Source: an optimization exercise on an open RTL-to-GDS flow (aim: small area). Production flows keep margins and buffers that such runs may drop. Function was checked by simulation only, so behaviour that the tests miss may differ from the original.

### flow/flow/run.sh
#!/bin/bash
# Own layout flow: the standard flow (standard.sh), except that synthesis
# maps the combinational logic with an area-only ABC script (flow/synth.tcl).
set -euo pipefail
W=$(pwd)
export MY_ABC_SCRIPT=$W/flow/area.abc
# port buffers: the smallest buffer (the default picks a larger delay cell)
export BUFFER_PORTS_ARGS="-buffer_cell sky130_fd_sc_hd__buf_1"
sed "s#SYNTH_SCRIPT=[^ ]*#SYNTH_SCRIPT=$W/flow/synth.tcl#" standard.sh > $W/synth_area.sh
bash $W/synth_area.sh synth > $W/synth.log 2>&1
bash standard.sh > $W/layout.log 2>&1
### flow/flow/area.abc
strash
&get -n
&fraig -x
&put
dc2
dch -f
map -a
strash
dch -f
map -a
topo
### flow/flow/synth.tcl
# The standard flow's synthesis script (synth_recipe.tcl), with ABC's combinational mapping
# run with an area-only script (flow/area.abc) instead of ORFS's, which buffers
# and upsizes for delay. Registers are mapped before ABC, so they are the same.
proc synth {args} { yosys synth -nofsm -noshare {*}$args }
proc abc {args} {
  set i [lsearch -exact $args -script]
  if { $i >= 0 } { lset args [expr {$i + 1}] $::env(MY_ABC_SCRIPT) }
  yosys abc {*}$args
}
source $::env(SCRIPTS_DIR)/synth.tcl
# left out here: clear keep_hierarchy, flatten, clean up, hide names made inside functions, write 1_2_yosys.v
### flow/standard.sh
#!/bin/bash
# synth_recipe.tcl (not shown) runs the flow's synth.tcl, then flattens the netlist and writes it again
# the make line also repeats each setting of config.mk as NAME=value (left out here)
make -C /OpenROAD-flow-scripts/flow DESIGN_CONFIG=/design/flow/config.mk WORK_HOME=/design/flow/orfs CLKGATE_MAP_FILE= SYNTH_SCRIPT=/design/flow/synth_recipe.tcl "${@:-finish}"
### flow/config.mk
export PLATFORM = sky130hd
export DESIGN_NAME = RISC_16
export DESIGN_NICKNAME = RISC_16
export VERILOG_FILES = /design/flow/design.v
export SDC_FILE = /design/flow/constraint.sdc
export NUM_CORES = 4
export LEC_CHECK = 0
export ABC_AREA = 1
export CAP_MARGIN = 20
export CORE_MARGIN = 2
export CORE_UTILIZATION = 70
export CTS_BUF_LIST = sky130_fd_sc_hd__clkbuf_8
export SLEW_MARGIN = 20
### flow/constraint.sdc
create_clock -name core_clock -period 70.0 [get_ports {clk}]
set_input_delay 14.0000 -clock core_clock [delete_from_list [all_inputs] [get_ports {clk}]]
set_output_delay 14.0000 -clock core_clock [all_outputs]
set_load 0.01 [all_outputs]
### flow/design.v
module mul8s(
	input [7:0] a,
	input [7:0] b,
	output [15:0] p
);
wire w1 = ~(a[0] & b[0]);
wire w2 = ~(a[0] & b[1]);
wire w3 = ~(a[1] & b[0]);
wire w4 = ~(a[0] & b[2]);
wire w5 = ~(a[1] & b[1]);
wire w6 = ~(a[2] & b[0]);
wire w7 = ~(a[0] & b[3]);
wire w8 = ~(a[1] & b[2]);
wire w9 = ~(a[2] & b[1]);
wire w10 = ~(a[3] & b[0]);
wire w11 = ~(a[0] & b[4]);
wire w12 = ~(a[1] & b[3]);
wire w13 = ~(a[2] & b[2]);
wire w14 = ~(a[3] & b[1]);
wire w15 = ~(a[4] & b[0]);
wire w16 = ~(a[0] & b[5]);
wire w17 = ~(a[1] & b[4]);
wire w18 = ~(a[2] & b[3]);
wire w19 = ~(a[3] & b[2]);
wire w20 = ~(a[4] & b[1]);
wire w21 = ~(a[5] & b[0]);
wire w22 = ~(a[0] & b[6]);
wire w23 = ~(a[1] & b[5]);
wire w24 = ~(a[2] & b[4]);
wire w25 = ~(a[3] & b[3]);
wire w26 = ~(a[4] & b[2]);
wire w27 = ~(a[5] & b[1]);
wire w28 = ~(a[6] & b[0]);
wire w29 = (a[0] & b[7]);
wire w30 = ~(a[1] & b[6]);
wire w31 = ~(a[2] & b[5]);
wire w32 = ~(a[3] & b[4]);
wire w33 = ~(a[4] & b[3]);
wire w34 = ~(a[5] & b[2]);
wire w35 = ~(a[6] & b[1]);
wire w36 = (a[7] & b[0]);
wire w37 = (a[1] & b[7]);
wire w38 = ~(a[2] & b[6]);
wire w39 = ~(a[3] & b[5]);
wire w40 = ~(a[4] & b[4]);
wire w41 = ~(a[5] & b[3]);
wire w42 = ~(a[6] & b[2]);
wire w43 = (a[7] & b[1]);
wire w44 = (a[2] & b[7]);
wire w45 = ~(a[3] & b[6]);
wire w46 = ~(a[4] & b[5]);
wire w47 = ~(a[5] & b[4]);
wire w48 = ~(a[6] & b[3]);
wire w49 = (a[7] & b[2]);
wire w50 = (a[3] & b[7]);
wire w51 = ~(a[4] & b[6]);
wire w52 = ~(a[5] & b[5]);
wire w53 = ~(a[6] & b[4]);
wire w54 = (a[7] & b[3]);
wire w55 = (a[4] & b[7]);
wire w56 = ~(a[5] & b[6]);
wire w57 = ~(a[6] & b[5]);
wire w58 = (a[7] & b[4]);
wire w59 = (a[5] & b[7]);
wire w60 = ~(a[6] & b[6]);
wire w61 = (a[7] & b[5]);
wire w62 = (a[6] & b[7]);
wire w63 = (a[7] & b[6]);
wire w64 = ~(a[7] & b[7]);
wire w65 = ~(w22 ^ w23);
wire w66 = w22 | w23;
wire w67 = w29 ^ w30 ^ w31;
wire w68 = (w29 & w30) | (w29 & w31) | (w30 & w31);
wire w69 = ~(w32 ^ w33);
wire w70 = w32 | w33;
wire w71 = w37 ^ w38 ^ w39;
wire w72 = (w37 & w38) | (w37 & w39) | (w38 & w39);
wire w73 = w40 ^ w41 ^ w42;
wire w74 = (w40 & w41) | (w40 & w42) | (w41 & w42);
wire w75 = w44 ^ w45 ^ w46;
wire w76 = (w44 & w45) | (w44 & w46) | (w45 & w46);
wire w77 = ~(w11 ^ w12);
wire w78 = w11 | w12;
wire w79 = w16 ^ w17 ^ w18;
wire w80 = (w16 & w17) | (w16 & w18) | (w17 & w18);
wire w81 = ~(w19 ^ w20);
wire w82 = w19 | w20;
wire w83 = w24 ^ w25 ^ w26;
wire w84 = (w24 & w25) | (w24 & w26) | (w25 & w26);
wire w85 = w27 ^ w28 ^ w65;
wire w86 = (w27 & w28) | (w27 & w65) | (w28 & w65);
wire w87 = w34 ^ w35 ^ w36;
wire w88 = (w34 & w35) | (w34 & w36) | (w35 & w36);
wire w89 = w66 ^ w67 ^ w69;
wire w90 = (w66 & w67) | (w66 & w69) | (w67 & w69);
wire w91 = w43 ^ 1'b0 ^ w68;
wire w92 = (w43 & 1'b0) | (w43 & w68) | (1'b0 & w68);
wire w93 = w70 ^ w71 ^ w73;
wire w94 = (w70 & w71) | (w70 & w73) | (w71 & w73);
wire w95 = w47 ^ w48 ^ w49;
wire w96 = (w47 & w48) | (w47 & w49) | (w48 & w49);
wire w97 = w72 ^ w74 ^ w75;
wire w98 = (w72 & w74) | (w72 & w75) | (w74 & w75);
wire w99 = w50 ^ w51 ^ w52;
wire w100 = (w50 & w51) | (w50 & w52) | (w51 & w52);
wire w101 = w53 ^ w54 ^ w76;
wire w102 = (w53 & w54) | (w53 & w76) | (w54 & w76);
wire w103 = w55 ^ w56 ^ w57;
wire w104 = (w55 & w56) | (w55 & w57) | (w56 & w57);
wire w105 = ~(w7 ^ w8);
wire w106 = w7 | w8;
wire w107 = w13 ^ w14 ^ w15;
wire w108 = (w13 & w14) | (w13 & w15) | (w14 & w15);
wire w109 = w21 ^ w78 ^ w79;
wire w110 = (w21 & w78) | (w21 & w79) | (w78 & w79);
wire w111 = w80 ^ w82 ^ w83;
wire w112 = (w80 & w82) | (w80 & w83) | (w82 & w83);
wire w113 = w84 ^ w86 ^ w87;
wire w114 = (w84 & w86) | (w84 & w87) | (w86 & w87);
wire w115 = w88 ^ w90 ^ w91;
wire w116 = (w88 & w90) | (w88 & w91) | (w90 & w91);
wire w117 = w92 ^ w94 ^ w95;
wire w118 = (w92 & w94) | (w92 & w95) | (w94 & w95);
wire w119 = w96 ^ w98 ^ w99;
wire w120 = (w96 & w98) | (w96 & w99) | (w98 & w99);
wire w121 = w58 ^ w100 ^ w102;
wire w122 = (w58 & w100) | (w58 & w102) | (w100 & w102);
wire w123 = w59 ^ w60 ^ w61;
wire w124 = (w59 & w60) | (w59 & w61) | (w60 & w61);
wire w125 = ~(w4 ^ w5);
wire w126 = w4 | w5;
wire w127 = w9 ^ w10 ^ w105;
wire w128 = (w9 & w10) | (w9 & w105) | (w10 & w105);
wire w129 = w77 ^ w106 ^ w107;
wire w130 = (w77 & w106) | (w77 & w107) | (w106 & w107);
wire w131 = w81 ^ w108 ^ w109;
wire w132 = (w81 & w108) | (w81 & w109) | (w108 & w109);
wire w133 = w85 ^ w110 ^ w111;
wire w134 = (w85 & w110) | (w85 & w111) | (w110 & w111);
wire w135 = w89 ^ w112 ^ w113;
wire w136 = (w89 & w112) | (w89 & w113) | (w112 & w113);
wire w137 = w93 ^ w114 ^ w115;
wire w138 = (w93 & w114) | (w93 & w115) | (w114 & w115);
wire w139 = w97 ^ w116 ^ w117;
wire w140 = (w97 & w116) | (w97 & w117) | (w116 & w117);
wire w141 = w101 ^ w118 ^ w119;
wire w142 = (w101 & w118) | (w101 & w119) | (w118 & w119);
wire w143 = w103 ^ w120 ^ w121;
wire w144 = (w103 & w120) | (w103 & w121) | (w120 & w121);
wire w145 = w104 ^ w122 ^ w123;
wire w146 = (w104 & w122) | (w104 & w123) | (w122 & w123);
wire w147 = w62 ^ w63 ^ w124;
wire w148 = (w62 & w63) | (w62 & w124) | (w63 & w124);
wire w149 = ~(w2 ^ w3);
wire w150 = w2 | w3;
wire w151 = w6 ^ w125 ^ w150;
wire w152 = (w6 & w125) | (w6 & w150) | (w125 & w150);
wire w153 = w126 ^ w127 ^ w152;
wire w154 = (w126 & w127) | (w126 & w152) | (w127 & w152);
wire w155 = w128 ^ w129 ^ w154;
wire w156 = (w128 & w129) | (w128 & w154) | (w129 & w154);
wire w157 = w130 ^ w131 ^ w156;
wire w158 = (w130 & w131) | (w130 & w156) | (w131 & w156);
wire w159 = w132 ^ w133 ^ w158;
wire w160 = (w132 & w133) | (w132 & w158) | (w133 & w158);
wire w161 = w134 ^ w135 ^ w160;
wire w162 = (w134 & w135) | (w134 & w160) | (w135 & w160);
wire w163 = w136 ^ w137 ^ w162;
wire w164 = (w136 & w137) | (w136 & w162) | (w137 & w162);
wire w165 = w138 ^ w139 ^ w164;
wire w166 = (w138 & w139) | (w138 & w164) | (w139 & w164);
wire w167 = w140 ^ w141 ^ w166;
wire w168 = (w140 & w141) | (w140 & w166) | (w141 & w166);
wire w169 = w142 ^ w143 ^ w168;
wire w170 = (w142 & w143) | (w142 & w168) | (w143 & w168);
wire w171 = w144 ^ w145 ^ w170;
wire w172 = (w144 & w145) | (w144 & w170) | (w145 & w170);
wire w173 = w146 ^ w147 ^ w172;
wire w174 = (w146 & w147) | (w146 & w172) | (w147 & w172);
wire w175 = w64 ^ w148 ^ w174;
wire w176 = (w64 & w148) | (w64 & w174) | (w148 & w174);
wire w177 = ~(1'b0 ^ w176);
wire w178 = 1'b0 | w176;
assign p = ~{w177, w175, w173, w171, w169, w167, w165, w163, w161, w159, w157, w155, w153, w151, w149, w1};
endmodule
module divrows(
	input [6:0] rem_in,	 
	input [7:0] bits,	 
	input [6:0] d,		 
	output [7:0] q,		 
	output [6:0] rem_out
);
wire [6:0] nd = ~d;
wire [7:0] nbits = ~bits;
wire [7:0] t0 = {rem_in, bits[7]};
wire [7:0] c0;
wire [6:0] s0;
assign c0[0] = 1'b1;
assign s0[0] = t0[0] ^ nd[0] ^ c0[0];
assign c0[1] = (t0[0] & nd[0]) | (t0[0] & c0[0]) | (nd[0] & c0[0]);
assign s0[1] = t0[1] ^ nd[1] ^ c0[1];
assign c0[2] = (t0[1] & nd[1]) | (t0[1] & c0[1]) | (nd[1] & c0[1]);
assign s0[2] = t0[2] ^ nd[2] ^ c0[2];
assign c0[3] = (t0[2] & nd[2]) | (t0[2] & c0[2]) | (nd[2] & c0[2]);
assign s0[3] = t0[3] ^ nd[3] ^ c0[3];
assign c0[4] = (t0[3] & nd[3]) | (t0[3] & c0[3]) | (nd[3] & c0[3]);
assign s0[4] = t0[4] ^ nd[4] ^ c0[4];
assign c0[5] = (t0[4] & nd[4]) | (t0[4] & c0[4]) | (nd[4] & c0[4]);
assign s0[5] = t0[5] ^ nd[5] ^ c0[5];
assign c0[6] = (t0[5] & nd[5]) | (t0[5] & c0[5]) | (nd[5] & c0[5]);
assign s0[6] = t0[6] ^ nd[6] ^ c0[6];
assign c0[7] = (t0[6] & nd[6]) | (t0[6] & c0[6]) | (nd[6] & c0[6]);
assign q[7] = t0[7] | c0[7];
wire [6:0] r0 = ~(q[7] ? s0 : t0[6:0]);
wire [7:0] t1 = {r0, nbits[6]};
wire [7:0] c1;
wire [6:0] s1;
assign c1[0] = 1'b0;
assign s1[0] = t1[0] ^ d[0] ^ c1[0];
assign c1[1] = (t1[0] & d[0]) | (t1[0] & c1[0]) | (d[0] & c1[0]);
assign s1[1] = t1[1] ^ d[1] ^ c1[1];
assign c1[2] = (t1[1] & d[1]) | (t1[1] & c1[1]) | (d[1] & c1[1]);
assign s1[2] = t1[2] ^ d[2] ^ c1[2];
assign c1[3] = (t1[2] & d[2]) | (t1[2] & c1[2]) | (d[2] & c1[2]);
assign s1[3] = t1[3] ^ d[3] ^ c1[3];
assign c1[4] = (t1[3] & d[3]) | (t1[3] & c1[3]) | (d[3] & c1[3]);
assign s1[4] = t1[4] ^ d[4] ^ c1[4];
assign c1[5] = (t1[4] & d[4]) | (t1[4] & c1[4]) | (d[4] & c1[4]);
assign s1[5] = t1[5] ^ d[5] ^ c1[5];
assign c1[6] = (t1[5] & d[5]) | (t1[5] & c1[5]) | (d[5] & c1[5]);
assign s1[6] = t1[6] ^ d[6] ^ c1[6];
assign c1[7] = (t1[6] & d[6]) | (t1[6] & c1[6]) | (d[6] & c1[6]);
assign q[6] = ~(t1[7] & c1[7]);
wire [6:0] r1 = ~(q[6] ? s1 : t1[6:0]);
wire [7:0] t2 = {r1, bits[5]};
wire [7:0] c2;
wire [6:0] s2;
assign c2[0] = 1'b1;
assign s2[0] = t2[0] ^ nd[0] ^ c2[0];
assign c2[1] = (t2[0] & nd[0]) | (t2[0] & c2[0]) | (nd[0] & c2[0]);
assign s2[1] = t2[1] ^ nd[1] ^ c2[1];
assign c2[2] = (t2[1] & nd[1]) | (t2[1] & c2[1]) | (nd[1] & c2[1]);
assign s2[2] = t2[2] ^ nd[2] ^ c2[2];
assign c2[3] = (t2[2] & nd[2]) | (t2[2] & c2[2]) | (nd[2] & c2[2]);
assign s2[3] = t2[3] ^ nd[3] ^ c2[3];
assign c2[4] = (t2[3] & nd[3]) | (t2[3] & c2[3]) | (nd[3] & c2[3]);
assign s2[4] = t2[4] ^ nd[4] ^ c2[4];
assign c2[5] = (t2[4] & nd[4]) | (t2[4] & c2[4]) | (nd[4] & c2[4]);
assign s2[5] = t2[5] ^ nd[5] ^ c2[5];
assign c2[6] = (t2[5] & nd[5]) | (t2[5] & c2[5]) | (nd[5] & c2[5]);
assign s2[6] = t2[6] ^ nd[6] ^ c2[6];
assign c2[7] = (t2[6] & nd[6]) | (t2[6] & c2[6]) | (nd[6] & c2[6]);
assign q[5] = t2[7] | c2[7];
wire [6:0] r2 = ~(q[5] ? s2 : t2[6:0]);
wire [7:0] t3 = {r2, nbits[4]};
wire [7:0] c3;
wire [6:0] s3;
assign c3[0] = 1'b0;
assign s3[0] = t3[0] ^ d[0] ^ c3[0];
assign c3[1] = (t3[0] & d[0]) | (t3[0] & c3[0]) | (d[0] & c3[0]);
assign s3[1] = t3[1] ^ d[1] ^ c3[1];
assign c3[2] = (t3[1] & d[1]) | (t3[1] & c3[1]) | (d[1] & c3[1]);
assign s3[2] = t3[2] ^ d[2] ^ c3[2];
assign c3[3] = (t3[2] & d[2]) | (t3[2] & c3[2]) | (d[2] & c3[2]);
assign s3[3] = t3[3] ^ d[3] ^ c3[3];
assign c3[4] = (t3[3] & d[3]) | (t3[3] & c3[3]) | (d[3] & c3[3]);
assign s3[4] = t3[4] ^ d[4] ^ c3[4];
assign c3[5] = (t3[4] & d[4]) | (t3[4] & c3[4]) | (d[4] & c3[4]);
assign s3[5] = t3[5] ^ d[5] ^ c3[5];
assign c3[6] = (t3[5] & d[5]) | (t3[5] & c3[5]) | (d[5] & c3[5]);
assign s3[6] = t3[6] ^ d[6] ^ c3[6];
assign c3[7] = (t3[6] & d[6]) | (t3[6] & c3[6]) | (d[6] & c3[6]);
assign q[4] = ~(t3[7] & c3[7]);
wire [6:0] r3 = ~(q[4] ? s3 : t3[6:0]);
wire [7:0] t4 = {r3, bits[3]};
wire [7:0] c4;
wire [6:0] s4;
assign c4[0] = 1'b1;
assign s4[0] = t4[0] ^ nd[0] ^ c4[0];
assign c4[1] = (t4[0] & nd[0]) | (t4[0] & c4[0]) | (nd[0] & c4[0]);
assign s4[1] = t4[1] ^ nd[1] ^ c4[1];
assign c4[2] = (t4[1] & nd[1]) | (t4[1] & c4[1]) | (nd[1] & c4[1]);
assign s4[2] = t4[2] ^ nd[2] ^ c4[2];
assign c4[3] = (t4[2] & nd[2]) | (t4[2] & c4[2]) | (nd[2] & c4[2]);
assign s4[3] = t4[3] ^ nd[3] ^ c4[3];
assign c4[4] = (t4[3] & nd[3]) | (t4[3] & c4[3]) | (nd[3] & c4[3]);
assign s4[4] = t4[4] ^ nd[4] ^ c4[4];
assign c4[5] = (t4[4] & nd[4]) | (t4[4] & c4[4]) | (nd[4] & c4[4]);
assign s4[5] = t4[5] ^ nd[5] ^ c4[5];
assign c4[6] = (t4[5] & nd[5]) | (t4[5] & c4[5]) | (nd[5] & c4[5]);
assign s4[6] = t4[6] ^ nd[6] ^ c4[6];
assign c4[7] = (t4[6] & nd[6]) | (t4[6] & c4[6]) | (nd[6] & c4[6]);
assign q[3] = t4[7] | c4[7];
wire [6:0] r4 = ~(q[3] ? s4 : t4[6:0]);
wire [7:0] t5 = {r4, nbits[2]};
wire [7:0] c5;
wire [6:0] s5;
assign c5[0] = 1'b0;
assign s5[0] = t5[0] ^ d[0] ^ c5[0];
assign c5[1] = (t5[0] & d[0]) | (t5[0] & c5[0]) | (d[0] & c5[0]);
assign s5[1] = t5[1] ^ d[1] ^ c5[1];
assign c5[2] = (t5[1] & d[1]) | (t5[1] & c5[1]) | (d[1] & c5[1]);
assign s5[2] = t5[2] ^ d[2] ^ c5[2];
assign c5[3] = (t5[2] & d[2]) | (t5[2] & c5[2]) | (d[2] & c5[2]);
assign s5[3] = t5[3] ^ d[3] ^ c5[3];
assign c5[4] = (t5[3] & d[3]) | (t5[3] & c5[3]) | (d[3] & c5[3]);
assign s5[4] = t5[4] ^ d[4] ^ c5[4];
assign c5[5] = (t5[4] & d[4]) | (t5[4] & c5[4]) | (d[4] & c5[4]);
assign s5[5] = t5[5] ^ d[5] ^ c5[5];
assign c5[6] = (t5[5] & d[5]) | (t5[5] & c5[5]) | (d[5] & c5[5]);
assign s5[6] = t5[6] ^ d[6] ^ c5[6];
assign c5[7] = (t5[6] & d[6]) | (t5[6] & c5[6]) | (d[6] & c5[6]);
assign q[2] = ~(t5[7] & c5[7]);
wire [6:0] r5 = ~(q[2] ? s5 : t5[6:0]);
wire [7:0] t6 = {r5, bits[1]};
wire [7:0] c6;
wire [6:0] s6;
assign c6[0] = 1'b1;
assign s6[0] = t6[0] ^ nd[0] ^ c6[0];
assign c6[1] = (t6[0] & nd[0]) | (t6[0] & c6[0]) | (nd[0] & c6[0]);
assign s6[1] = t6[1] ^ nd[1] ^ c6[1];
assign c6[2] = (t6[1] & nd[1]) | (t6[1] & c6[1]) | (nd[1] & c6[1]);
assign s6[2] = t6[2] ^ nd[2] ^ c6[2];
assign c6[3] = (t6[2] & nd[2]) | (t6[2] & c6[2]) | (nd[2] & c6[2]);
assign s6[3] = t6[3] ^ nd[3] ^ c6[3];
assign c6[4] = (t6[3] & nd[3]) | (t6[3] & c6[3]) | (nd[3] & c6[3]);
assign s6[4] = t6[4] ^ nd[4] ^ c6[4];
assign c6[5] = (t6[4] & nd[4]) | (t6[4] & c6[4]) | (nd[4] & c6[4]);
assign s6[5] = t6[5] ^ nd[5] ^ c6[5];
assign c6[6] = (t6[5] & nd[5]) | (t6[5] & c6[5]) | (nd[5] & c6[5]);
assign s6[6] = t6[6] ^ nd[6] ^ c6[6];
assign c6[7] = (t6[6] & nd[6]) | (t6[6] & c6[6]) | (nd[6] & c6[6]);
assign q[1] = t6[7] | c6[7];
wire [6:0] r6 = ~(q[1] ? s6 : t6[6:0]);
wire [7:0] t7 = {r6, nbits[0]};
wire [7:0] c7;
wire [6:0] s7;
assign c7[0] = 1'b0;
assign s7[0] = t7[0] ^ d[0] ^ c7[0];
assign c7[1] = (t7[0] & d[0]) | (t7[0] & c7[0]) | (d[0] & c7[0]);
assign s7[1] = t7[1] ^ d[1] ^ c7[1];
assign c7[2] = (t7[1] & d[1]) | (t7[1] & c7[1]) | (d[1] & c7[1]);
assign s7[2] = t7[2] ^ d[2] ^ c7[2];
assign c7[3] = (t7[2] & d[2]) | (t7[2] & c7[2]) | (d[2] & c7[2]);
assign s7[3] = t7[3] ^ d[3] ^ c7[3];
assign c7[4] = (t7[3] & d[3]) | (t7[3] & c7[3]) | (d[3] & c7[3]);
assign s7[4] = t7[4] ^ d[4] ^ c7[4];
assign c7[5] = (t7[4] & d[4]) | (t7[4] & c7[4]) | (d[4] & c7[4]);
assign s7[5] = t7[5] ^ d[5] ^ c7[5];
assign c7[6] = (t7[5] & d[5]) | (t7[5] & c7[5]) | (d[5] & c7[5]);
assign s7[6] = t7[6] ^ d[6] ^ c7[6];
assign c7[7] = (t7[6] & d[6]) | (t7[6] & c7[6]) | (d[6] & c7[6]);
assign q[0] = ~(t7[7] & c7[7]);
wire [6:0] r7 = ~(q[0] ? s7 : t7[6:0]);
assign rem_out = r7;
endmodule
module RISC_16(
	output	[15:0]		t_alu_in1,
	output	[15:0]		t_alu_in2,
	output	[15:0]		t_alu_out,
	input 				clk,
	input 				rst,
	input 				enable,
	input 	[15:0] 	instruction,
	output 	[4:0] 	tick_out,
	output 	[15:0] 	display
);
wire [3:0] op = instruction[15:12];
wire [3:0] ra = instruction[11:8];
wire [3:0] rb = instruction[7:4];
wire [7:0] imm = instruction[7:0];
reg [4:0] tick;
always @(posedge clk) begin
	if (rst) tick <= 5'b10000;
	else tick <= {tick[0], tick[4:1]};
end
assign tick_out = tick;
wire tF = tick[4], tD = tick[3], tE = tick[2], tW = tick[0];
reg alu_mux_q, sign_mux_q, disp_q;
reg [3:0] aluop_q;
wire op_j = (op == 4'hF);
wire op_r = (op == 4'h0);
wire op_br = (op == 4'hA) | (op == 4'hB) | (op == 4'hC);
wire op_ls = (op == 4'hD) | (op == 4'hE);
wire rd_en = enable & tD & ~op_j;
wire wr_en = enable & tW & (op_r | (~op[3] & |op[2:0]) | (op == 4'h8));
wire alu_mux = (enable & tE & ~op_j) ? ~op_r : alu_mux_q;
wire sign_mux = (enable & tD) ? 1'b1 : (enable & tE & op_br) ? 1'b0 : sign_mux_q;
wire disp_en = (enable & tF) ? 1'b0 : (enable & tW & (op == 4'h9)) ? 1'b1 : disp_q;
reg [3:0] imap;
always @(*) begin
	case (op)
		4'h1: imap = 4'h1;
		4'h2: imap = 4'h0;
		4'h3: imap = 4'hC;
		4'h4: imap = 4'hD;
		4'h5: imap = 4'hE;
		4'h6: imap = 4'h7;
		4'h7: imap = 4'h6;
		4'h8: imap = 4'h9;
		4'h9: imap = 4'hA;
		4'hA: imap = 4'h5;
		4'hB: imap = 4'h4;
		4'hC: imap = 4'hB;
		default: imap = 4'h0;
	endcase
end
wire [3:0] aluop = ~enable ? 4'h0 :
                   (tE & op_r) ? instruction[3:0] :
                   (tE & ~op_j & ~op_ls) ? imap : aluop_q;
always @(posedge clk) begin
	if (rst) begin
		alu_mux_q <= 1'b0;
		sign_mux_q <= 1'b0;
		disp_q <= 1'b0;
		aluop_q <= 4'h0;
	end else begin
		alu_mux_q <= alu_mux;
		sign_mux_q <= sign_mux;
		disp_q <= disp_en;
		aluop_q <= aluop;
	end
end
reg [7:0] rf [0:15];
wire [7:0] alu_lo;
wire [7:0] wdata = rst ? 8'd0 : alu_lo;
genvar gi;
generate
	for (gi = 0; gi < 16; gi = gi + 1) begin : g_rf
		always @(posedge clk)
			if (rst | (wr_en & (ra == gi))) rf[gi] <= wdata;
	end
endgenerate
wire [7:0] port = rf[tF ? rb : ra];
reg [7:0] breg;		 
always @(posedge clk) breg <= port;
wire [7:0] a = rd_en ? port : 8'd0;
wire [7:0] b = alu_mux ? (sign_mux ? imm : 8'd0) : (rd_en ? breg : 8'd0);
assign t_alu_in1 = {{8{a[7]}}, a};
assign t_alu_in2 = {{8{b[7]}}, b};
wire [6:0] d_f = alu_mux_q ? imm[6:0] : (op_j ? 7'd0 : port[6:0]);
wire [6:0] d = tF ? d_f : b[6:0];
wire [6:0] rem_in = rem_q & {7{tD & a[7]}};
wire [7:0] dbits = tF ? 8'hFF : a;
wire [7:0] q8;
wire [6:0] rem8;
divrows u_div(.rem_in(rem_in), .bits(dbits), .d(d), .q(q8), .rem_out(rem8));
reg [7:0] qh_q;
reg [6:0] rem_q;
always @(posedge clk) begin
	qh_q <= q8;
	rem_q <= rem8;
end
wire dz = (b[6:0] == 7'd0);
wire [15:0] quo = {a[7] ? qh_q : {8{dz}}, tF ? {8{dz}} : q8};
wire sm = (aluop != 4'h1);	 
wire [7:0] bx = b ^ {8{sm}};
wire [8:0] c;
wire [7:0] s;
assign c[0] = sm;
generate
	for (gi = 0; gi < 8; gi = gi + 1) begin : g_add
		assign s[gi] = a[gi] ^ bx[gi] ^ c[gi];
		assign c[gi+1] = (a[gi] & bx[gi]) | (a[gi] & c[gi]) | (bx[gi] & c[gi]);
	end
endgenerate
wire s8 = a[7] ^ bx[7] ^ c[8];
wire [7:0] x = a ^ b;
wire eq = ~|x;
wire lt = ~c[8];		 
wire gt = c[8] & ~eq;
wire [15:0] prod;
mul8s u_mul(.a(a), .b(b), .p(prod));
wire [15:0] A = {{8{a[7]}}, a};
wire sh_ok = (b[7:4] == 4'd0);
wire [3:0] sa = b[3:0];
wire [15:0] sr16 = A >> sa[2:0];
wire [15:0] fill = {16{a[7]}} & (16'hFFFF >> sa);
wire [15:0] srl = sh_ok ? {fill[15:8], sa[3] ? fill[7:0] : sr16[7:0]} : 16'd0;
wire [15:0] sl16 = A << sa[2:0];
wire [15:0] sll = sh_ok ? (sa[3] ? {sl16[7:0], 8'd0} : sl16) : 16'd0;
wire [15:0] div = b[7] ? {15'd0, a[7] & ~lt} : quo;
reg [15:0] y;
always @(*) begin
	case (aluop)
		4'h0: y = {{8{b[7]}}, b};
		4'h1: y = {{8{s8}}, s};
		4'h2: y = prod;
		4'h3: y = div;
		4'h4: y = {15'd0, gt};
		4'h5: y = {15'd0, eq};
		4'h6: y = srl;
		4'h7: y = sll;
		4'h8: y = {{8{s8}}, s};
		4'h9: y = srl;
		4'hA: y = {{8{~a[7]}}, ~a};
		4'hB: y = {15'd0, lt};
		4'hC: y = {{8{a[7] & b[7]}}, a & b};
		4'hD: y = {{8{a[7] | b[7]}}, a | b};
		4'hE: y = {{8{x[7]}}, x};
		default: y = 16'd0;
	endcase
end
assign t_alu_out = y;
assign alu_lo = y[7:0];
reg [15:0] disp_r;
always @(posedge clk) begin
	if (rst) disp_r <= 16'd0;
	else if (disp_en) disp_r <= ~y;
end
assign display = disp_r;
endmodule
==> results_dict.tcl, run 1 <==
set metrics [dict create \
    whs_path_depth 2 \
    layout.nets 1569 \
    drt_wl_total_um 39700 \
    grt_pass1_wl_um 59400 \
    synthFlopType "edfxtp_1" \
    max_slew_margin_pct 11.0 \
    drv_slew 0 \
    ant_nets 0 \
    reg2reg_depth 107 \
    hp-class "reg2reg" \
    synth_async_sr_flop_share_pct 0 \
    clk_pin_slew_ns 0.12 \
    cts_max_level 4 \
    drive_gt1_share_pct 6.70 \
    required_ns 56.00 \
    row_count 47 \
    numPortBuffers 87 \
    cts_setup_buffers 0 \
    multiInputGateArea_um2 6330 \
    grt_pass1_vias 10400 \
    hp-start "tick[1]" \
    initialDrtViolationCount 1828 \
    synth_area_per_cell_um2 9.23 \
    dpl.hpwl_um 28900 \
    fin_ws_ns 13.60 \
    boundaryPins 88 \
    synth_seq_cells 179 \
    outcome "complete, no violations" \
    syn_inst 1296 \
    cts-buffers-inserted 17 \
    syn_nets 1445 \
    critPathKind "in2out" \
    post-place-ws_ns 14.44 \
    track_usage_pct 44.5 \
    diodes 0 \
    clock_latency_ns 0.48 \
    post_cts_resized 0 \
    ys_types 39 \
    cts_root_buffer "clkbuf_8" \
    die_area_um2 18100 \
    maxCapViolations 0 \
    r2r-end "rf[6][0]" \
    cp_slowest_stage_delay_ns 0.53 \
    finalSetupViolations 0 \
    rsz0062_at_grt "no" \
    viasPerCell 6.77 \
    die_x_um 135 \
    initial_core_util_pct 71.9 \
    ys_warn_count 2 \
    synth_area_um2 12000 \
    gp_congestion 1.05 \
    post-route-period-util_pct 80.6 \
    holdPathEnd "tick[0]" \
    cts_tree "done" \
    drc 0 \
    wl_per_cell_um 24.0 \
    timing.rr.start "tick[4]" \
    cp-start-kind "input port" \
    period_minus_slack_ns 56.40 \
    n_fill_cell 1093 \
    arrival_ns 42.40 \
    ys_seq_area_share_pct 40.7 \
    fp.coreArea_um2 16600 \
    cts_sinks 179 \
    synth_edf_count 128 \
    cp_max_fo 21 \
    max_freq_mhz 17.7 \
    grt_max_degree 39 \
    antenna_found_initial 1 \
    grt_overflow 0 \
    cp_slowest_cell "a21oi_1" \
    synthToLayoutAreaGrowth_pct 10.0 \
    fin_setup_tns_ns 0 \
    cts_hold_buf 0 \
    vias 11200 \
    critical_path.most_common_cell "fa_1" \
    worst-r2r-setup-slack_ns 40.31 \
    fin_worst_skew_ns 0.0168 \
    worstSetupEndpointType "output port" \
    seq_area_um2 4860 \
    dr.pass1.iters 6 \
    die_h_um 135 \
    hold_violations 0 \
    clockBufferDepth 2 \
    tightest_slew_ns 1.30 \
]
## stage by stage
step                utilization (%)  instance area [um^2]  std cells  hold slack (ns)
CTS                            78.9                 13100       1653            0.438
global placement               76.3                 12700       1621            0.401
global route                   79.1                 13200       1653            0.454
detailed placement             76.3                 12700       1621            0.422
finish                         79.1                 13200       1653            0.434
floorplan                         -                 12000       1296            0.426
## logic make-up (layout without fill, tap and decap cells)
family	Yosys count	in the layout	share of synthesized area [%]
buffers and inverters	192	329	6.65
adders and majority gates	130	130	19.7
muxes	2	2	0.178
and+or+nand+nor	477	477	16.1
xor gates and xnor gates	14	14	1.03
AOI/OAI and AO/OA	302	302	15.7
DFF	179	179	40.7
## cell usage in the layout (no fill, tap or decap), types with 3 or more instances in the layout
cell and n:
a2111oi_0 6, a21oi_1 70, a221oi_1 10, a22oi_1 54
a31oi_1 16, a32o_1 9, and2_2 6, buf_1 87
buf_4 38, clkbuf_8 17, clkinv_1 171, clkinv_8 5
dfxtp_1 51, edfxtp_1 128, fa_1 97, ha_1 33
inv_12 3, inv_8 3, nand2_1 219, nand3_1 19
nand4_1 15, nor2_1 190, nor3_1 16, nor4_1 4
o2111ai_1 6, o211ai_1 5, o21ai_0 85, o21ai_1 7
o21ai_2 3, o22ai_1 13, or2_2 7, xnor2_1 5
xor2_1 9
## routing by layer
metal,vias to the layer above,GRT usage [%],wire length [um],part of all wire [%]
met3,232,13.3,6030,15
met1,5215,61.0,13800,35
met5,-,0,13,0.033
met2,1036,66.8,17700,45
li1,4708,-,-,-
met4,2,19.4,2130,5.4
## Yosys cell counts, drive strengths merged (10+ instances only)
cell type	instances	share of area, %
a221oi	10	0.73
nand2	219	6.9
buf	20	1.3
edfxtp	128	32
o22ai	13	0.68
dfxtp	51	8.5
fa	97	16
a22oi	55	3.5
nand4	15	0.78
a21oi	72	3.0
clkinv	172	5.4
nand3	19	0.80
ha	33	3.5
nor2	190	6.0
a31oi	17	0.89
o21ai	95	4.0
nor3	16	0.67
## state kept, by name, summed over array words and instances, names as in the netlist
| register | count |
|---|---|
| qh_q | 8 |
| aluop_q | 4 |
| disp_r | 16 |
| sign_mux_q | 1 |
| alu_mux_q | 1 |
| rf | 128 |
| tick | 5 |
| breg | 8 |
| disp_q | 1 |
| rem_q | 7 |
## worst max-delay path: cells and delay by family
family | cells | cell delay (ns)
compound gates | 13 | 2.85
xor+xnor | 4 | 0.69
fa+ha+maj | 42 | 16.88
buf+inv | 24 | 4.07
simple gates | 27 | 3.84
## final cells by class
cell class | instances | area share [%]
multi-input combinational | 925 | 48.1
sequential | 179 | 37.0
inverter | 172 | 4.91
timing repair buffer | 125 | 4.65
tap | 220 | 2.09
clock buffer | 17 | 1.78
clock inverter | 15 | 1.50
## worst max path at each step
stage | startpoint | slack (ns) | endpoint | depth (start not counted)
CTS | instruction[15] | 14.10 | t_alu_out[0] | 110
finish | instruction[15] | 13.60 | t_alu_out[0] | 110
floorplan | instruction[15] | 16.38 | t_alu_out[0] | 105
global route | instruction[15] | 11.98 | t_alu_out[0] | 111
global placement | instruction[15] | 15.58 | t_alu_out[0] | 110
detailed placement | instruction[15] | 14.44 | t_alu_out[0] | 110
==> run 2, diff against run 1 <==
==> flow/flow/area.abc (replaced) <==
strash
&get -n
&fraig -x
&put
dc2
dch -f
amap
strash
dch -f
amap
topo
--- a/flow/config.mk
+++ b/flow/config.mk
@@ -10,4 +10,5 @@
 export CORE_MARGIN = 2
 export CORE_UTILIZATION = 70
 export CTS_BUF_LIST = sky130_fd_sc_hd__clkbuf_8
+export GPL_TIMING_DRIVEN = 0
 export SLEW_MARGIN = 20
==> run 2 against run 1 <==
Still clean. Final cell count is 7.3% lower. Synthesized area is 2.4% lower. Setup slack got worse by 2.1 ns. Critical path type unchanged. Highest routed layer is now met4.
==> results_dict.tcl, run 2 <==
set metrics [dict create \
    dr_wl_met2_um 17500 \
    track_usage_pct 44.6 \
    synth_top_family_by_area "adder cells" \
    grt_pass1_vias 10400 \
    period_minus_slack_ns 58.47 \
    synth_top_cell_by_area "edfxtp_1" \
    grt_pass1_wl_um 59300 \
    synth_xor_area_share_pct 0 \
    whs_path_depth 2 \
    ys_warn_count 2 \
    multiInputGateArea_um2 6350 \
    stdcell_count 1533 \
    yosys.area_share.adder_pct 20.2 \
    maxCapViolations 0 \
    gp_congestion 0.963 \
    post-route-period-util_pct 83.5 \
    fin_worst_skew_ns 0.0208 \
    drv_slew 0 \
    synth_most_common_cell "nor2_1" \
    synthFlopType "edfxtp_1" \
    cts_tree "done" \
    hp-class "reg2reg" \
    cts_setup_buffers 0 \
    finalSetupViolations 0 \
    m1WireLength_um 13400 \
    required_ns 56.00 \
    arrival_ns 44.47 \
    seq_area_um2 4870 \
    numPortBuffers 87 \
    holdPathEnd "tick[2]" \
    timing.rr.start "tick[4]" \
    worstSetupEndpointType "output port" \
    worst-r2r-setup-slack_ns 37.17 \
    cp-start-kind "input port" \
    synthToLayoutAreaGrowth_pct 12.7 \
    yosys.area_share.simple_pct 13.3 \
    syn_nets 1310 \
    post-place-ws_ns 12.70 \
    antenna_found_initial 0 \
    hold_violations 0 \
    synth_compound_area_share_pct 18.9 \
    max_freq_mhz 17.1 \
    grt_max_degree 33 \
    ys_types 43 \
    drive_gt1_share_pct 9.37 \
    dp.cells 1499 \
    critPathKind "in2out" \
    clk_pin_slew_ns 0.10 \
    fin_ws_ns 11.53 \
    cp_max_fo 18 \
    yosys-top-cells-count "nor2_1 (187), clkinv_1 (146), edfxtp_1 (128)" \
    top_layer "met4" \
    cts-buffers-inserted 17 \
    cts_root_buffer "clkbuf_8" \
    initialDrtViolationCount 1700 \
    n_fill_cell 1028 \
    layout.nets 1449 \
    drt_wl_total_um 38800 \
    synth_async_sr_flop_share_pct 0 \
    cp_slowest_stage_delay_ns 1.12 \
    die_x_um 133 \
    diodes 0 \
    drc 0 \
    synth_seq_cells 179 \
    rsz0062_at_grt "no" \
    clock_latency_ns 0.48 \
    max_slew_margin_pct 20.4 \
    clockBufferDepth 2 \
    die_area_um2 17700 \
    synthTopCellsByArea "edfxtp_1 (33%), fa_1 (17%), dfxtp_1 (8.7%)" \
    tightest_slew_ns 1.19 \
    hp-start "tick[3]" \
    cts_hold_buf 0 \
    dpl.hpwl_um 28500 \
    routed-wl-met3_um 6190 \
    synth_top_area_share_pct 32.9 \
    post_cts_resized 0 \
    syn_inst 1161 \
    wl_per_cell_um 25.3 \
    fp.coreArea_um2 16500 \
    mostFrequentLayoutCells "nor2_1 (187), clkinv_1 (146), edfxtp_1 (128)" \
    vias 10800 \
    boundaryPins 88 \
    die_h_um 133 \
    cts_sinks 179 \
    ys_seq_area_share_pct 41.7 \
    ant_nets 0 \
    path_buf_inv 15 \
    cts_max_level 4 \
    synth_area_per_cell_um2 10.1 \
    row_count 47 \
    synthMuxAreaShare_pct 0 \
    reg2reg_depth 92 \
    reg_top3 "rf: 128 flops, disp_r: 16 flops" \
    dr.pass1.iters 8 \
    critical-path-top-delay-family "adder cells" \
    critical_path.most_common_cell "fa_1" \
    final_common_cell "nor2_1" \
    viasPerCell 7.05 \
    r2r-end "rf[5][0]" \
    initial_core_util_pct 70.9 \
    grt_overflow 0 \
    largest_reg_flops 128 \
    outcome "complete, no violations" \
    synth_edf_count 128 \
    fin_setup_tns_ns 0 \
    top_register "rf" \
    cp_slowest_cell "a22oi_1" \
    hold_slack_ns 0.482 \
    synth_area_um2 11700 \
]
run 2: cell count changes after synthesis, moves of 14 or more:
cell / delta
nand2_1: -146
o21ai_0: -18
nor2b_1: +17
a222oi_1: +21
a31oi_1: -14
a21oi_1: -19
nand3_1: -14
a22o_1: +16
clkinv_1: -26
o22ai_1: +48
a22oi_1: -35
nor4_1: +17
o22a_1: +14
run 2: kinds of logic after synthesis:
kind of cell    count (synthesis)
simple gates                  357
flops                         179
buf+inv                       166
fa+ha+maj                     130
compound gates                329
run 2: final cells by class:
type	count	area share [%]
Timing Repair Buffer	120	4.41
Multi-Input combinational cell	816	48.2
Tap cell	220	2.09
Buffer	20	1.14
Clock inverter	15	1.19
Sequential cell	179	37.0
Clock buffer	17	1.78
Inverter	146	4.17
run 2: per-stage QoR:
| step | instance area [um^2] | utilization [%] |
|---|---|---|
| after floorplan | 11700 | - |
| after detailed placement | 12700 | 77.3 |
| final | 13200 | 79.9 |
| after CTS | 13100 | 79.7 |
| after global routing | 13200 | 79.9 |
| after global placement | 12300 | 74.6 |
run 2: worst max-delay path by stage:
stage                               to            start  slack (ns)  depth (start not counted)
after floorplan           t_alu_out[0]  instruction[15]       16.99                         91
after global placement    t_alu_out[0]  instruction[15]       12.24                         93
after detailed placement  t_alu_out[0]  instruction[14]       12.70                         93
after CTS                 t_alu_out[0]  instruction[14]       12.47                         93
after global routing      t_alu_out[0]  instruction[15]       10.22                         93
final                     t_alu_out[0]  instruction[14]       11.53                         93
run 2: tightest hold or removal path, delay by kind of cell, from the launching register on:
| kind | cells | cell delay, ns |
|---|---|---|
| buffers and inverters | 1 | 0.06 |
| DFF | 1 | 0.35 |
| and+or+nand+nor | 1 | 0.04 |
run 2: routing by layer:
metal	vias to the layer above	track usage, %
li1	4510	-
met1	5079	60.8
met2	1016	69.1
met3	195	13.4
met4	0	16.1
met5	-	0
==> run 3, diff against run 2 <==
--- a/flow/config.mk
+++ b/flow/config.mk
@@ -8,7 +8,7 @@
 export ABC_AREA = 1
 export CAP_MARGIN = 20
 export CORE_MARGIN = 2
-export CORE_UTILIZATION = 70
+export CORE_UTILIZATION = 80
 export CTS_BUF_LIST = sky130_fd_sc_hd__clkbuf_8
-export GPL_TIMING_DRIVEN = 0
+export PLACE_DENSITY = 0.9
 export SLEW_MARGIN = 20
==> run 3 against run 2 <==
Final area shrank 1.3%. Synthesized area stayed put. Utilization up 10 points. Fmax down 0.97%. Via count grew 11%.
==> results_dict.tcl, run 3 <==
set metrics [dict create \
    initial_core_util_pct 81.3 \
    boundaryPins 88 \
    required_ns 56.00 \
    dr.pass1.iters 22 \
    die_x_um 125 \
    max_slew_margin_pct 21.1 \
    grt_pass1_vias 11800 \
    cts_root_buffer "clkbuf_8" \
    ys_warn_count 2 \
    drv_slew 0 \
    fp.coreArea_um2 14400 \
    synthFlopType "edfxtp_1" \
    synthToLayoutAreaGrowth_pct 11.2 \
    placed_area_um2 12500 \
    post-place-ws_ns 13.82 \
    fin_setup_tns_ns 0 \
    largest_reg_flops 128 \
    hold_violations 0 \
    cp_slowest_stage_delay_ns 0.60 \
    worstSetupEndpointType "output port" \
    period_minus_slack_ns 59.04 \
    grt_max_degree 33 \
    yosys-top-cells-count "nor2_1 (187), clkinv_1 (146), edfxtp_1 (128)" \
    rsz0062_at_grt "no" \
    hp-class "reg2reg" \
    critPathKind "in2out" \
    final_common_cell "nor2_1" \
    vias 12000 \
    grt_overflow 0 \
    cts_tree "done" \
    finalSetupViolations 0 \
    cts-buffers-inserted 17 \
    post-route-period-util_pct 84.3 \
    ant_nets 0 \
    fin_worst_skew_ns 0.0227 \
    timing.rr.start "tick[4]" \
    stdcell_area_um2 13000 \
    initialDrtViolationCount 3030 \
    gp_congestion 1.02 \
    n_fill_cell 592 \
    track_usage_pct 57.8 \
    syn_nets 1310 \
    antenna_found_initial 1 \
    cts_hold_buf 0 \
    grt_pass1_wl_um 66700 \
    die_area_um2 15600 \
    drt_wl_total_um 45800 \
    outcome "complete, no violations" \
    arrival_ns 45.04 \
    drc 0 \
    cts_max_level 4 \
    clock_latency_ns 0.51 \
    cp-start-kind "input port" \
    cp_max_fo 18 \
    cts_setup_buffers 0 \
    tightest_slew_ns 1.15 \
    syn_inst 1161 \
    row_count 44 \
    maxCapViolations 0 \
    dpl.hpwl_um 29500 \
    whs_path_depth 1 \
    clockBufferDepth 2 \
    drive_gt1_share_pct 7.38 \
    synth_top_cell_by_area "edfxtp_1" \
    worst-r2r-setup-slack_ns 38.00 \
    holdPathEnd "tick[0]" \
    synth_seq_cells 179 \
    critical_path.most_common_cell "fa_1" \
    numPortBuffers 87 \
    fin_ws_ns 10.96 \
    synth_top_area_share_pct 32.9 \
    viasPerCell 8.01 \
    hp-start "tick[1]" \
    wl_per_cell_um 30.5 \
    r2r-end "rf[4][0]" \
    cp_slowest_cell "a221oi_1" \
    synth_edf_count 128 \
    clk_pin_slew_ns 0.12 \
    layout.nets 1451 \
    max_freq_mhz 16.9 \
    synth_area_um2 11700 \
    synthTopCellsByArea "edfxtp_1 (33%), fa_1 (17%), dfxtp_1 (8.7%)" \
    die_h_um 125 \
    top_register "rf" \
    ys_seq_area_share_pct 41.7 \
    mostFrequentLayoutCells "nor2_1 (187), clkinv_1 (146), edfxtp_1 (128)" \
    cts_sinks 179 \
    ys_types 43 \
    reg2reg_depth 94 \
    post_cts_resized 0 \
    synth_most_common_cell "nor2_1" \
    synth_async_sr_flop_share_pct 0 \
    synth_area_per_cell_um2 10.1 \
    reg_top3 "rf: 128 flops, disp_r: 16 flops" \
]
run 3: worst max path at each step:
stage,from,endpoint,slack [ns],cells after the start
finish,instruction[15],t_alu_out[0],10.96,95
global route,instruction[15],t_alu_out[0],10.56,95
CTS,instruction[14],t_alu_out[0],12.72,95
detailed placement,instruction[14],t_alu_out[0],13.82,95
global placement,instruction[15],t_alu_out[0],16.26,95
floorplan,instruction[15],t_alu_out[0],16.99,91
run 3: cell type report:
class / instances / area, um^2 / area share, %
repair buffers: 142 / 737 / 5.68
inverters: 146 / 548 / 4.22
flip-flops and latches: 179 / 4860 / 37.5
clock inverters: 15 / 208 / 1.60
clock buffers: 17 / 234 / 1.80
well taps: 184 / 230 / 1.77
diodes: 1 / 2.50 / 0.0193
multi-input cells: 816 / 6160 / 47.4
run 3: per-layer routing:
| layer | share of wire (%) | global-route usage [%] | routed length (um) | up-vias |
|---|---|---|---|---|
| met5 | 0.10 | 5.56 | 47 | - |
| met4 | 12 | 43.0 | 5290 | 2 |
| met3 | 19 | 30.5 | 8780 | 603 |
| met2 | 41 | 82.2 | 18600 | 1576 |
| met1 | 29 | 66.0 | 13100 | 5319 |
| li1 | - | - | - | 4508 |
run 3: logic make-up after synthesis:
logic type | Yosys count | synth area share (%)
AO/OA/AOI/OAI | 329 | 18.9
adder cells (fa/ha/maj) | 130 | 20.2
buffers and inverters | 166 | 5.98
flip-flops | 179 | 41.7
AND/OR/NAND/NOR | 357 | 13.3
run 3: through the flow:
step           hold WS, ns  utilization (%)  cells
3_3_place_gp         0.449             87.1   1465
4_1_cts              0.475             90.2   1497
3_5_place_dp         0.459             87.1   1465
2_1_floorplan        0.425                -   1161
5_1_grt              0.512             90.4   1500
6_report             0.487             90.4   1500
run 3: worst max-delay path: cells and delay by family:
family          cells  cell delay (ns)
fa+ha+maj          42            16.29
simple gates       20             5.37
compound gates     16             4.98
buf+inv            17             4.41
==> run 4, diff against run 3 <==
--- a/flow/config.mk
+++ b/flow/config.mk
@@ -8,7 +8,6 @@
 export ABC_AREA = 1
 export CAP_MARGIN = 20
 export CORE_MARGIN = 2
-export CORE_UTILIZATION = 80
+export CORE_UTILIZATION = 85
 export CTS_BUF_LIST = sky130_fd_sc_hd__clkbuf_8
-export PLACE_DENSITY = 0.9
 export SLEW_MARGIN = 20
==> run 4 against run 3 <==
The flow now stops in 5_1_grt. Synthesized area is the same. Synthesized cell count stayed put.
==> results_dict.tcl, run 4 <==
set metrics [dict create \
    ys_seq_area_share_pct 41.7 \
    synth_seq_cells 179 \
    cts_hold_buf 0 \
    cts-buffers-inserted 17 \
    post_cts_resized 0 \
    row_count 42 \
    grt_overflow 129 \
    grt_pass1_vias 14300 \
    syn_inst 1161 \
    outcome "aborted with a tool error" \
    error_line "[ERROR GRT-0116] Global routing finished with congestion. Check the congestion regions in the DRC Viewer." \
    grt_max_degree 33 \
    cts_max_level 4 \
    cts_sinks 179 \
    die_x_um 121 \
    synth_edf_count 128 \
    failing_step "5_1_grt" \
    syn_nets 1310 \
    die_h_um 121 \
    synth_area_per_cell_um2 10.1 \
    synthTopCellsByArea "edfxtp_1 (33%), fa_1 (17%), dfxtp_1 (8.7%)" \
    gp_congestion 1.13 \
    ys_types 43 \
    yosys-top-cells-count "nor2_1 (187), clkinv_1 (146), edfxtp_1 (128)" \
    cts_setup_buffers 0 \
    dpl.hpwl_um 30400 \
    ys_warn_count 2 \
    synth_top_cell_by_area "edfxtp_1" \
    grt_pass1_wl_um 83400 \
    synth_area_um2 11700 \
    synthFlopType "edfxtp_1" \
    synth_top_area_share_pct 32.9 \
    clockBufferDepth 2 \
    initial_core_util_pct 87.5 \
    track_usage_pct 78.2 \
    numPortBuffers 87 \
    synth_async_sr_flop_share_pct 0 \
    boundaryPins 88 \
    cts_root_buffer "clkbuf_8" \
    synth_most_common_cell "nor2_1" \
]
-- run 4: cell counts after synthesis --
Identical to the previous run, type by type.
-- run 4: cells by family after synthesis --
logic type | synth area share (%)
adder cells (fa/ha/maj) | 20.2
AO/OA/AOI/OAI | 18.9
flip-flops | 41.7
buffers and inverters | 5.98
AND/OR/NAND/NOR | 13.3
-- run 4: routing by layer --
layer / GRT overflow / GRT usage, %
met3: 2 / 60.1
met5: 0 / 10.7
met2: 55 / 95.5
met1: 2 / 80.5
met4: 70 / 78.8
-- run 4: worst max path at each step --
| stage | from | to | slack [ns] | cells past startpoint |
|---|---|---|---|---|
| floorplan | instruction[15] | t_alu_out[0] | 16.99 | 91 |
| global placement | enable | t_alu_out[0] | 16.32 | 90 |
| detailed placement | instruction[15] | t_alu_out[0] | 13.79 | 95 |
| CTS | instruction[15] | t_alu_out[0] | 12.18 | 95 |
-- run 4: through the flow --
step / instance area, um^2 / worst slack, ns / std cells / hold WS [ns]
after detailed placement: 12500 / 13.79 / 1458 / 0.465
after floorplan: 11700 / 16.99 / 1161 / 0.425
after CTS: 12900 / 12.18 / 1490 / 0.487
after global placement: 12500 / 16.32 / 1458 / 0.446
==> run 5, diff against run 4 <==
--- a/flow/config.mk
+++ b/flow/config.mk
@@ -8,6 +8,6 @@
 export ABC_AREA = 1
 export CAP_MARGIN = 20
 export CORE_MARGIN = 2
-export CORE_UTILIZATION = 85
+export CORE_UTILIZATION = 70
 export CTS_BUF_LIST = sky130_fd_sc_hd__clkbuf_8
 export SLEW_MARGIN = 20
==> run 5 against run 4 <==
The run now finishes clean. Synthesized area is the same. Synthesized cell count did not move.
==> results_dict.tcl, run 5 <==
set metrics [dict create \
    drc 0 \
    cp_slowest_stage_delay_ns 0.48 \
    arrival_ns 40.94 \
    required_ns 56.00 \
    stdcell_count 1534 \
    antenna_found_initial 1 \
    synth_area_per_cell_um2 10.1 \
    reg_top3 "rf: 128 flops, disp_r: 16 flops" \
    fin_worst_skew_ns 0.0249 \
    grt_use_met1_pct 60.7 \
    layout.nets 1450 \
    yosys-top-cells-count "nor2_1 (187), clkinv_1 (146), edfxtp_1 (128)" \
    worstSetupStartpoint "instruction[15]" \
    grt_max_degree 33 \
    final_common_cell "nor2_1" \
    viasPerCell 6.84 \
    die_area_um2 17700 \
    cts_setup_buffers 0 \
    use_met2_pct 63.1 \
    vias 10500 \
    cts_hold_buf 0 \
    cts_root_buffer "clkbuf_8" \
    synthFlopType "edfxtp_1" \
    diodes 0 \
    clk_pin_slew_ns 0.10 \
    hp-class "reg2reg" \
    cp_max_fo 18 \
    synth_edf_count 128 \
    largest_reg_flops 128 \
    cp-start-kind "input port" \
    initialDrtViolationCount 1838 \
    row_count 47 \
    synth_top_area_share_pct 32.9 \
    dpl.hpwl_um 26900 \
    syn_inst 1161 \
    synth_seq_cells 179 \
    top_register "rf" \
    finalSetupViolations 0 \
    critPathKind "in2out" \
    worstSetupEndpointType "output port" \
    clockBufferDepth 2 \
    hold_violations 0 \
    ys_seq_area_share_pct 41.7 \
    post_cts_resized 0 \
    synth_most_common_cell "nor2_1" \
    numPortBuffers 87 \
    drt_wl_total_um 36900 \
    grtUsageMet3_pct 13.5 \
    boundaryPins 88 \
    cts-buffers-inserted 17 \
    dp.cells 1502 \
    gp_congestion 0.984 \
    syn_nets 1310 \
    dr.pass1.iters 8 \
    critical-path-top-delay-family "adder cells" \
    grt_pass1_vias 10100 \
    wl_per_cell_um 24.1 \
    fp.coreArea_um2 16500 \
    drive_gt1_share_pct 7.31 \
    tightest_slew_ns 1.17 \
    synth_top_cell_by_area "edfxtp_1" \
    track_usage_pct 42.8 \
    hp-start "tick[3]" \
    max_slew_margin_pct 21.1 \
    cts_max_level 4 \
    die_x_um 133 \
    initial_core_util_pct 70.9 \
    ys_warn_count 2 \
    timing.rr.start "tick[4]" \
    max_freq_mhz 18.2 \
    synthToLayoutAreaGrowth_pct 11.6 \
    clock_latency_ns 0.49 \
    cp_slowest_cell "fa_1" \
    top_usage_layer "met2" \
    mostFrequentLayoutCells "nor2_1 (187), clkinv_1 (146), edfxtp_1 (128)" \
    grt_pass1_wl_um 56600 \
    outcome "complete, no violations" \
    hold_slack_ns 0.498 \
    ant_nets 0 \
    maxCapViolations 0 \
    synth_async_sr_flop_share_pct 0 \
    cts_tree "done" \
    period_minus_slack_ns 54.94 \
    critical_path.most_common_cell "fa_1" \
    drv_slew 0 \
    fin_setup_tns_ns 0 \
    post-route-period-util_pct 78.5 \
    ys_types 43 \
    synth_area_um2 11700 \
    rsz0062_at_grt "no" \
    path_buf_inv 19 \
    cts_sinks 179 \
    die_h_um 133 \
    synthTopCellsByArea "edfxtp_1 (33%), fa_1 (17%), dfxtp_1 (8.7%)" \
    grt_overflow 0 \
]
## run 5: cell counts after synthesis
No cell type changed its count.
## run 5: final timing paths
path / end / slack, ns / cells after the start
worst max-delay path: t_alu_out[0] / 15.06 / 97
worst min-delay path: tick[2] / 0.50 / 2
worst max register to register: rf[14][0] / 41.25 / 96
worst min register to register: tick[2] / 0.50 / 2
## run 5: cell type report
cell class | count | area (um^2)
clock buffers | 17 | 234
clock inverters | 15 | 211
fillers | 1119 | 3430
inverters | 146 | 548
multi-input cells | 816 | 6170
flip-flops and latches | 179 | 4860
well taps | 220 | 275
repair buffers | 141 | 732
## run 5: worst reg2reg max path, delay by kind of cell (launching register included)
family	cells	cell delay, ns
fa+ha+maj	42	14.92
flops	1	0.33
buf+inv	16	4.41
compound gates	17	4.15
simple gates	21	4.58
## run 5: stage by stage
stage / util (%) / setup slack (ns) / area [um^2]
after floorplan: - / 16.99 / 11700
after global placement: 76.4 / 16.64 / 12600
after detailed placement: 76.4 / 15.46 / 12600
after CTS: 79.1 / 15.34 / 13000
after global routing: 79.2 / 13.14 / 13000
final: 79.2 / 15.06 / 13000
## run 5: layer usage
metal	part of all wire (%)	vias up
met1	36	4936
met2	44	896
met5	0	-
li1	-	4503
met4	4.0	0
met3	16	159
## run 5: kinds of logic (layout without fill, tap and decap cells)
kind of cell	count (synthesis)	count (layout)	share of synthesized area [%]
and+or+nand+nor	357	357	13.3
AOI/OAI and AO/OA	329	329	18.9
DFF	179	179	41.7
buffers and inverters	166	319	5.98
adders and majority gates	130	130	20.2
==> run 6, diff against run 5 <==
--- a/flow/flow/run.sh
+++ b/flow/flow/run.sh
@@ -6,6 +6,9 @@
 export MY_ABC_SCRIPT=$W/flow/area.abc
 # port buffers: the smallest buffer (the default picks a larger delay cell)
 export BUFFER_PORTS_ARGS="-buffer_cell sky130_fd_sc_hd__buf_1"
+# clock tree: ORFS's default arguments, with clkbuf_8 and without the dummy
+# loads that CTS adds to balance its clusters
+export CTS_ARGS="-sink_clustering_enable -repair_clock_nets -buf_list sky130_fd_sc_hd__clkbuf_8 -dont_use_dummy_load"
 sed "s#SYNTH_SCRIPT=[^ ]*#SYNTH_SCRIPT=$W/flow/synth.tcl#" standard.sh > $W/synth_area.sh
 bash $W/synth_area.sh synth > $W/synth.log 2>&1
 bash standard.sh > $W/layout.log 2>&1
==> run 6 against run 5 <==
Non-clock buffer count unchanged. Via count is 1.3% lower.
==> results_dict.tcl, run 6 <==
set metrics [dict create \
    ys_types 43 \
    wl_per_cell_um 24.0 \
    synth_async_sr_flop_share_pct 0 \
    synthTopCellsByArea "edfxtp_1 (33%), fa_1 (17%), dfxtp_1 (8.7%)" \
    fp.coreArea_um2 16500 \
    yosys.area_share.simple_pct 13.3 \
    final_common_cell "nor2_1" \
    cp-start-kind "input port" \
    dr.pass1.iters 8 \
    synth_area_um2 11700 \
    clockBufferDepth 2 \
    cts-buffers-inserted 17 \
    synth_top_family_by_area "adder cells" \
    n_fill_cell 1150 \
    cp_slowest_stage_delay_ns 0.47 \
    outcome "complete, no violations" \
    cts_hold_buf 0 \
    ys_warn_count 2 \
    hp-class "reg2reg" \
    cts_root_buffer "clkbuf_8" \
    initial_core_util_pct 70.9 \
    synthToLayoutAreaGrowth_pct 9.80 \
    post-route-period-util_pct 78.5 \
    max_slew_margin_pct 22.6 \
    grt_overflow 0 \
    synthMuxAreaShare_pct 0 \
    drt_wl_total_um 36500 \
    critPathKind "in2out" \
    vias 10400 \
    multiInputGateArea_um2 6170 \
    clk_pin_slew_ns 0.06 \
    grt_pass1_vias 10100 \
    grt_pass1_wl_um 56200 \
    fin_setup_tns_ns 0 \
    yosys-top-cells-count "nor2_1 (187), clkinv_1 (146), edfxtp_1 (128)" \
    post_cts_resized 0 \
    synth_most_common_cell "nor2_1" \
    die_h_um 133 \
    required_ns 56.00 \
    synth_top_cell_by_area "edfxtp_1" \
    worstSetupEndpointType "output port" \
    cp_max_fo 18 \
    grt_max_degree 33 \
    whs_path_depth 2 \
    initialDrtViolationCount 1731 \
    cts_max_level 4 \
    die_area_um2 17700 \
    syn_nets 1310 \
    viasPerCell 6.82 \
    track_usage_pct 42.6 \
    synth_xor_area_share_pct 0 \
    reg2reg_depth 96 \
    layout.nets 1450 \
    drc 0 \
    arrival_ns 40.92 \
    maxCapViolations 0 \
    drv_slew 0 \
    dpl.hpwl_um 26900 \
    boundaryPins 88 \
    dp.cells 1502 \
    mostFrequentLayoutCells "nor2_1 (187), clkinv_1 (146), edfxtp_1 (128)" \
    antenna_found_initial 1 \
    tightest_slew_ns 1.15 \
    hold_violations 0 \
    yosys.area_share.adder_pct 20.2 \
    synth_seq_cells 179 \
    worst-r2r-setup-slack_ns 41.16 \
    stdcell_count 1519 \
    synthFlopType "edfxtp_1" \
    gp_congestion 0.984 \
    die_x_um 133 \
    numPortBuffers 87 \
    cp_slowest_cell "fa_1" \
    seq_area_um2 4860 \
    reg_top3 "rf: 128 flops, disp_r: 16 flops" \
    period_minus_slack_ns 54.92 \
    synth_compound_area_share_pct 18.9 \
    synth_edf_count 128 \
    syn_inst 1161 \
    diodes 0 \
    largest_reg_flops 128 \
    finalSetupViolations 0 \
    synth_top_area_share_pct 32.9 \
    critical_path.most_common_cell "fa_1" \
    top_register "rf" \
    ys_seq_area_share_pct 41.7 \
    cts_setup_buffers 0 \
    max_freq_mhz 18.2 \
    synth_area_per_cell_um2 10.1 \
    cts_sinks 179 \
    drive_gt1_share_pct 6.24 \
    fin_worst_skew_ns 0.0565 \
    ant_nets 0 \
    clock_latency_ns 0.49 \
    cts_tree "done" \
    row_count 47 \
    rsz0062_at_grt "no" \
]
[run 6: cell types whose count changed in the layout (fill, tap and decap cells not counted)]
cell	change
clkinv_4	-1
inv_6	-2
inv_12	-4
inv_8	-2
clkinv_8	-6
[run 6: metal layers]
| layer | part of all wire (%) | vias to the layer above | track usage, % | wire length, um |
|---|---|---|---|---|
| li1 | - | 4490 | - | - |
| met1 | 37 | 4863 | 60.1 | 13400 |
| met2 | 44 | 869 | 62.4 | 16000 |
| met3 | 16 | 140 | 14.3 | 5670 |
| met4 | 3.8 | 0 | 15.5 | 1380 |
| met5 | 0 | - | 0 | 0 |
[run 6: final timing paths]
path,start,end
max,instruction[15],t_alu_out[0]
min,tick[3],tick[2]
max reg2reg,tick[4],rf[14][0]
min reg2reg,tick[3],tick[2]
[run 6: cell families (layout without fill, tap and decap cells)]
logic type,after synthesis,after routing
compound gates,329,329
flops,179,179
simple gates,357,357
fa+ha+maj,130,130
buf+inv,166,304
[run 6: metrics by stage]
stage,utilization [%],cell area (um^2),hold WS (ns),worst slack [ns]
floorplan,-,11700,0.425,16.99
global placement,76.4,12600,0.449,16.64
detailed placement,76.4,12600,0.464,15.46
CTS,77.8,12800,0.473,15.34
global route,77.9,12800,0.493,13.13
finish,77.9,12800,0.475,15.08
[run 6: worst max-delay path, delay by kind of cell]
kind | cells | cell delay [ns]
buf+inv | 19 | 3.99
compound gates | 16 | 3.64
fa+ha+maj | 42 | 14.88
simple gates | 20 | 4.38
[run 6: final cells by class]
| type | instances | share of cell area (%) |
|---|---|---|
| Tap cell | 220 | 2.15 |
| Sequential cell | 179 | 37.9 |
| Multi-Input combinational cell | 816 | 48.1 |
| Clock buffer | 17 | 1.82 |
| Timing Repair Buffer | 141 | 5.71 |
| Inverter | 146 | 4.27 |

## separate check: timing with driven ports
The results above use ideal ports. As a check the final layouts listed here were re-extracted and re-timed, cells and wires unchanged.
Step 1 sets driving cells, clkbuf_16 on the clock port and buf_2 on the other inputs (assumed; they add their load-dependent delay and slew).
Step 2 adds t to the input delays and takes it off the output delays; t is the mean of the earliest and latest rising clock arrival at the registers after step 1. Input paths then give back, and output paths get back, about the clock's delay inside the block.
Three values: no drivers, after step 1, after step 2; two values: the first two.
run	t (ns)	slack for setup (ns)	hold WS [ns]	worst setup path after step 2	latest minus earliest clock arrival (ns)
run 1	0.516	13.600 / 13.575 / 13.575	0.434 / 0.434 / 0.434	input to output	0.016 / 0.017
run 2	0.514	11.534 / 11.512 / 11.512	0.482 / 0.482 / 0.482	input to output	0.021 / 0.021
run 3	0.544	10.964 / 10.934 / 10.934	0.487 / 0.487 / 0.487	input to output	0.023 / 0.023
run 5	0.520	15.062 / 15.039 / 15.039	0.498 / 0.498 / 0.498	input to output	0.025 / 0.025
run 6	0.502	15.076 / 15.054 / 15.054	0.475 / 0.475 / 0.475	input to output	0.056 / 0.057
After both steps every run listed still meets setup and hold. For run 3, which loses most, drivers alone change the setup slack by -0.030 ns; drivers and shift together by -0.030 ns.
